This is an optimization exercise on Yosys and OpenROAD, whose aim is small area, not a production implementation.
Where RTL was checked, it was by simulation tests only, not by an equivalence proof against the original.
No activity file was given, so power comes from the tool's default toggle rates.

Setup of old:
## firepi_top
module firepi_top (
    input  clk_50mhz,
    input  rst,  
    input  uart_rx,  
    output uart_tx,
    input  uart1_rx,  
    output uart1_tx,
    output led_out,  
    output led_solved  
);
    wire clk = clk_50mhz;
    reg [8:0] pc;        
    always @(posedge clk) pc <= pc + 9'd1;
    wire [4:0] ph = pc[4:0];
    wire [3:0] bk = pc[8:5];
    wire [3:0] ph4 = ph[3:0];
    wire lowh = ~ph[4];
    wire k0   = (ph == 5'd0);
    wire kend = (ph == 5'd31);
    localparam [21:0] DINV = 22'h2AAAAA;
    localparam [15:0] LINV = 16'hAAAA;
    reg [21:0] dbq;      
    reg blink;           
    wire [21:0] dbs = dbq ^ DINV;
    wire dbz = (dbs[20:0] == 21'd0);
    always @(posedge clk) begin
        if (rst) begin
            dbq <= 22'd1 ^ DINV;
            blink <= 1'b0;
        end else begin
            dbq <= {dbs[20:0], dbs[21] ^ dbs[20] ^ dbz} ^ DINV;
            if (dbz && !dbs[21]) blink <= ~blink;
        end
    end
    reg [15:0] lfq;      
    wire [15:0] lfsr = lfq ^ LINV;
    always @(posedge clk)
        if (rst) lfq <= 16'hACE1 ^ LINV;
        else lfq <= {lfsr[14:0], lfsr[15] ^ lfsr[13] ^ lfsr[12] ^ lfsr[10]} ^ LINV;
    wire [7:0] rxd1;
    wire [2:0] cls;      
    wire rxv0, rxv1;
    wire rld, rhold;
    wire [13:0] nrn;     
    wire [4:0] rkeep;
    uart_rx_cmd u_rx0 (.clk(clk), .rst(rst), .rx(uart_rx), .ld(rld), .hold(rhold),
                       .ldv(nrn[4:0]), .keep(rkeep), .cls(cls), .valid(rxv0));
    wire wrot;
    uart_rx u_rx1 (.clk(clk), .rst(rst), .rx(uart1_rx), .rot(wrot), .data(rxd1), .valid(rxv1));
    reg [15:0] a0, a1, a2, a3;    
    reg [15:0] b0, b1, b2, b3;    
    reg        gbuf;              
    reg [31:0] acc;               
    wire [3:0] ap = {a3[0], a2[0], a1[0], a0[0]};
    wire [3:0] bp = {b3[0], b2[0], b1[0], b0[0]};
    reg  [3:0] ain, bin;
    reg        accin;
    always @(posedge clk) begin
        a0 <= {ain[0], a0[15:1]};
        a1 <= {ain[1], a1[15:1]};
        a2 <= {ain[2], a2[15:1]};
  ...
Size: roughly 1100 cells after synthesis, roughly 310 flip-flops.
make LEC_CHECK=0 ABC_AREA=1 CAP_MARGIN=20 CORE_MARGIN=2 CORE_UTILIZATION=60 CTS_BUF_LIST=sky130_fd_sc_hd__clkbuf_8 CTS_CLUSTER_DIAMETER=80 CTS_CLUSTER_SIZE=16 PLACE_DENSITY=0.7 SLEW_MARGIN=20 finish   # period 20.0 ns
run.sh (not shown) runs the stock make flow with config.mk's settings and CLKGATE_MAP_FILE= SYNTH_SCRIPT=/design/flow/synth_recipe.tcl, a recipe that flattens the netlist after the stock synthesis.
> inputs changed (old -> new)
--- a/flow/design.v
+++ b/flow/design.v
@@ -31,29 +31,24 @@
         end
     end
 endmodule
 module uart_rx_cmd (
     input  wire       clk,
     input  wire       rst,
     input  wire       rx,
-    input  wire       ld,
-    input  wire       hold,
-    input  wire [4:0] ldv,
-    output wire [4:0] keep,
     output reg  [2:0] cls,
     output reg        valid
 );
     reg [3:0] rs;
     reg [8:0] tq;       
     wire [8:0] tmr = tq ^ 9'h0AA;
     reg [3:0] lo;
     reg ok;
     wire idle = (rs == 4'd1);
     wire hit = (tmr == 9'h093);
-    assign keep = {ok, lo};
     wire g6 = (lo == 4'h8) | (lo == 4'h3) | (lo == 4'hD) | (lo == 4'h5);
     wire g3 = (lo[3:1] == 3'd0);
     reg want;
     always @(*) begin
         case (rs[1:0])
             2'd0: want = ~g6;
             2'd1: want = 1'b1;
@@ -72,16 +67,15 @@
             4'hD: cls = 3'd6;
             4'h5: cls = 3'd7;
             default: cls = 3'd0;
         endcase
     end
     always @(posedge clk) begin
         tq <= (idle ? 9'h1B2 : hit ? 9'h1FF : {tmr[7:0], tmr[8] ^ tmr[4]}) ^ 9'h0AA;
-        if (ld) {ok, lo} <= ldv;
-        else if (rs[3] && hit && !hold) begin
+        if (rs[3] && hit) begin
             if (!rs[2]) begin
                 lo <= {rx, lo[3:1]};
                 ok <= 1'b1;
             end else if (rx != want) ok <= 1'b0;
         end
     end
     always @(posedge clk) begin
@@ -137,19 +131,15 @@
     wire [15:0] lfsr = lfq ^ LINV;
     always @(posedge clk)
         if (rst) lfq <= 16'hACE1 ^ LINV;
         else lfq <= {lfsr[14:0], lfsr[15] ^ lfsr[13] ^ lfsr[12] ^ lfsr[10]} ^ LINV;
     wire [7:0] rxd1;
     wire [2:0] cls;      
     wire rxv0, rxv1;
-    wire rld, rhold;
-    wire [13:0] nrn;     
-    wire [4:0] rkeep;
-    uart_rx_cmd u_rx0 (.clk(clk), .rst(rst), .rx(uart_rx), .ld(rld), .hold(rhold),
-                       .ldv(nrn[4:0]), .keep(rkeep), .cls(cls), .valid(rxv0));
+    uart_rx_cmd u_rx0 (.clk(clk), .rst(rst), .rx(uart_rx), .cls(cls), .valid(rxv0));
     wire wrot;
     uart_rx u_rx1 (.clk(clk), .rst(rst), .rx(uart1_rx), .rot(wrot), .data(rxd1), .valid(rxv1));
     reg [15:0] a0, a1, a2, a3;    
     reg [15:0] b0, b1, b2, b3;    
     reg        gbuf;              
     reg [31:0] acc;               
     wire [3:0] ap = {a3[0], a2[0], a1[0], a0[0]};
@@ -185,16 +175,15 @@
     reg ready;
     reg wpend, wact;
     reg blkp, bact, bcopy, fwd;
     reg [2:0] lop;
     reg lact;
     reg [1:0] sub, hi;
     reg carry, prev, mcur, ep;
-    reg [8:0] rr;        
-    wire [13:0] nr = {rr, rkeep};
+    reg [13:0] rr;
     localparam [15:0] C4 = 16'd46344;    
     wire isH  = lop[2] & ~lop[1];
     wire h1   = lop[0];
     wire isM  = lop[2] & lop[1];
     wire isSW = ~lop[2] & lop[1];
     wire mv   = isH | isSW;              
     wire st0  = mv & (sub == 2'd0);
@@ -217,27 +206,24 @@
     wire ext = (isH & hi[1]) ? mcur : ep;
     wire xk = lowh ? xr : ext;
     wire mbit = isH ? C4[j] : mcur;
     wire neg = mhorn & bfirst;
     wire first = bfirst & horn;
     wire accp = acc[0];
     wire pm = (isM & ~lowh) ? ep : (mbit & xk);
-    wire [15:0] rpos = {nr[1:0], 2'b00, nr[13:2]};
+    wire [15:0] rpos = {rr[1:0], 2'b00, rr[13:2]};
     wire injb = (ph < 5'd14) ? 1'b0 : (ph >= 5'd28) ? 1'b1 : rpos[ph[3:0]];
     wire fa_a = st0 ? (isH & xr) : (st1 | madd) ? accp :
                 (horn & ~first & ~k0) ? prev : 1'b0;
     wire fa_b = st0 ? qr : st1 ? (isH & ~xr) :
                 madd ? ((hi == 2'd0) ? injb : xr) : (neg ? ~pm : pm);
     wire cin = k0 ? ((st1 & isH) | neg) : carry;
     wire sum = fa_a ^ fa_b ^ cin;
     wire cout = (fa_a & fa_b) | (cin & (fa_a ^ fa_b));
     wire we_x = lact & (((st0 | st1) & lowh) | (hornH & blast & ~lowh) | madd);
-    assign nrn = ~lfsr[13:0];
-    assign rld = (st == S_D2);
-    assign rhold = isM;
     wire blkreq = (st == S_AP) | ((st == S_IDLE) & ~ready & rxv0 & (cls == 3'd3));
     wire [3:0] wk = idx;
     assign wrot = wact & lowh;
     wire wdat = rxd1[0];
     integer g;
     always @(*) begin
         for (g = 0; g < 4; g = g + 1) begin
@@ -359,15 +345,15 @@
                 S_A2: if (rxv0) begin
                     if (!((lop == L_SW13 && cls == 3'd2) || (lop == L_SW23 && cls == 3'd1)))
                         lop <= L_NONE;
                     st <= S_D1;
                 end
                 S_D3: st <= S_D2;
                 S_D2: begin
-                    rr <= nrn[13:5];
+                    rr <= ~lfsr[13:0];
                     st <= S_D1;
                 end
                 S_D1: st <= S_TX;
                 S_TX: begin
                     if (tend) begin
                         if (tslot == 4'd15) txr <= 1'b0;
                         else if (!tslot[3]) txr <= ampbyte ? ep : cbyte[nd];
new was carried through to the last stage, and its layout satisfied the timing, design-rule and antenna checks.
Reported for old and new, number of hold buffers added after cts turned out identical to the last digit.
Between old and new, the insertion delay to the later sink of the worst-skew pair figures differ only marginally.
new against old: fraction of standard cell area in multi-input logic decreased 1.4 points, die outline height essentially unchanged, chip width essentially unchanged, final area essentially unchanged, number of non-clock inverters increased about 1.5%.
Summary of new over old: adder and majority gate portion of the synthesized area flat; detailed-routing wirelength on met1 down 120 um; xor and xnor fraction of the mapped netlist area down 0.16 points; global-route usage down 0.38 points; proportion of power drawn by the clock network up 0.4 points.
No functional check of the RTL was part of old.

-- what the ideal ports hide --
The results above use ideal ports. As a check the final layouts listed here were re-extracted and re-timed, cells and wires unchanged. Step 1, drivers: a clkbuf_16 drives clk_50mhz and a buf_2 each remaining input, both assumed. Step 2 moves the port delays by t, midway between the first and last clock arrival at a register: inputs arrive t later, outputs are due t later. That takes back most of the time a late clock gives input paths. a / b / c = no drivers / after step 1 / after step 2; a / b = the first two.
run	shift t [ns]	slack for setup (ns)	latest minus earliest clock arrival (ns)	slew at the worst register clock pin (ns)
old	0.583	13.942 / 13.904 / 14.177	0.038 / 0.038	0.11 / 0.11
new	0.579	13.898 / 13.857 / 13.811	0.023 / 0.023	0.11 / 0.11
After both steps every run listed still meets setup and hold. For new, which loses most, drivers alone change the setup slack by -0.041 ns; drivers and shift together by -0.087 ns.
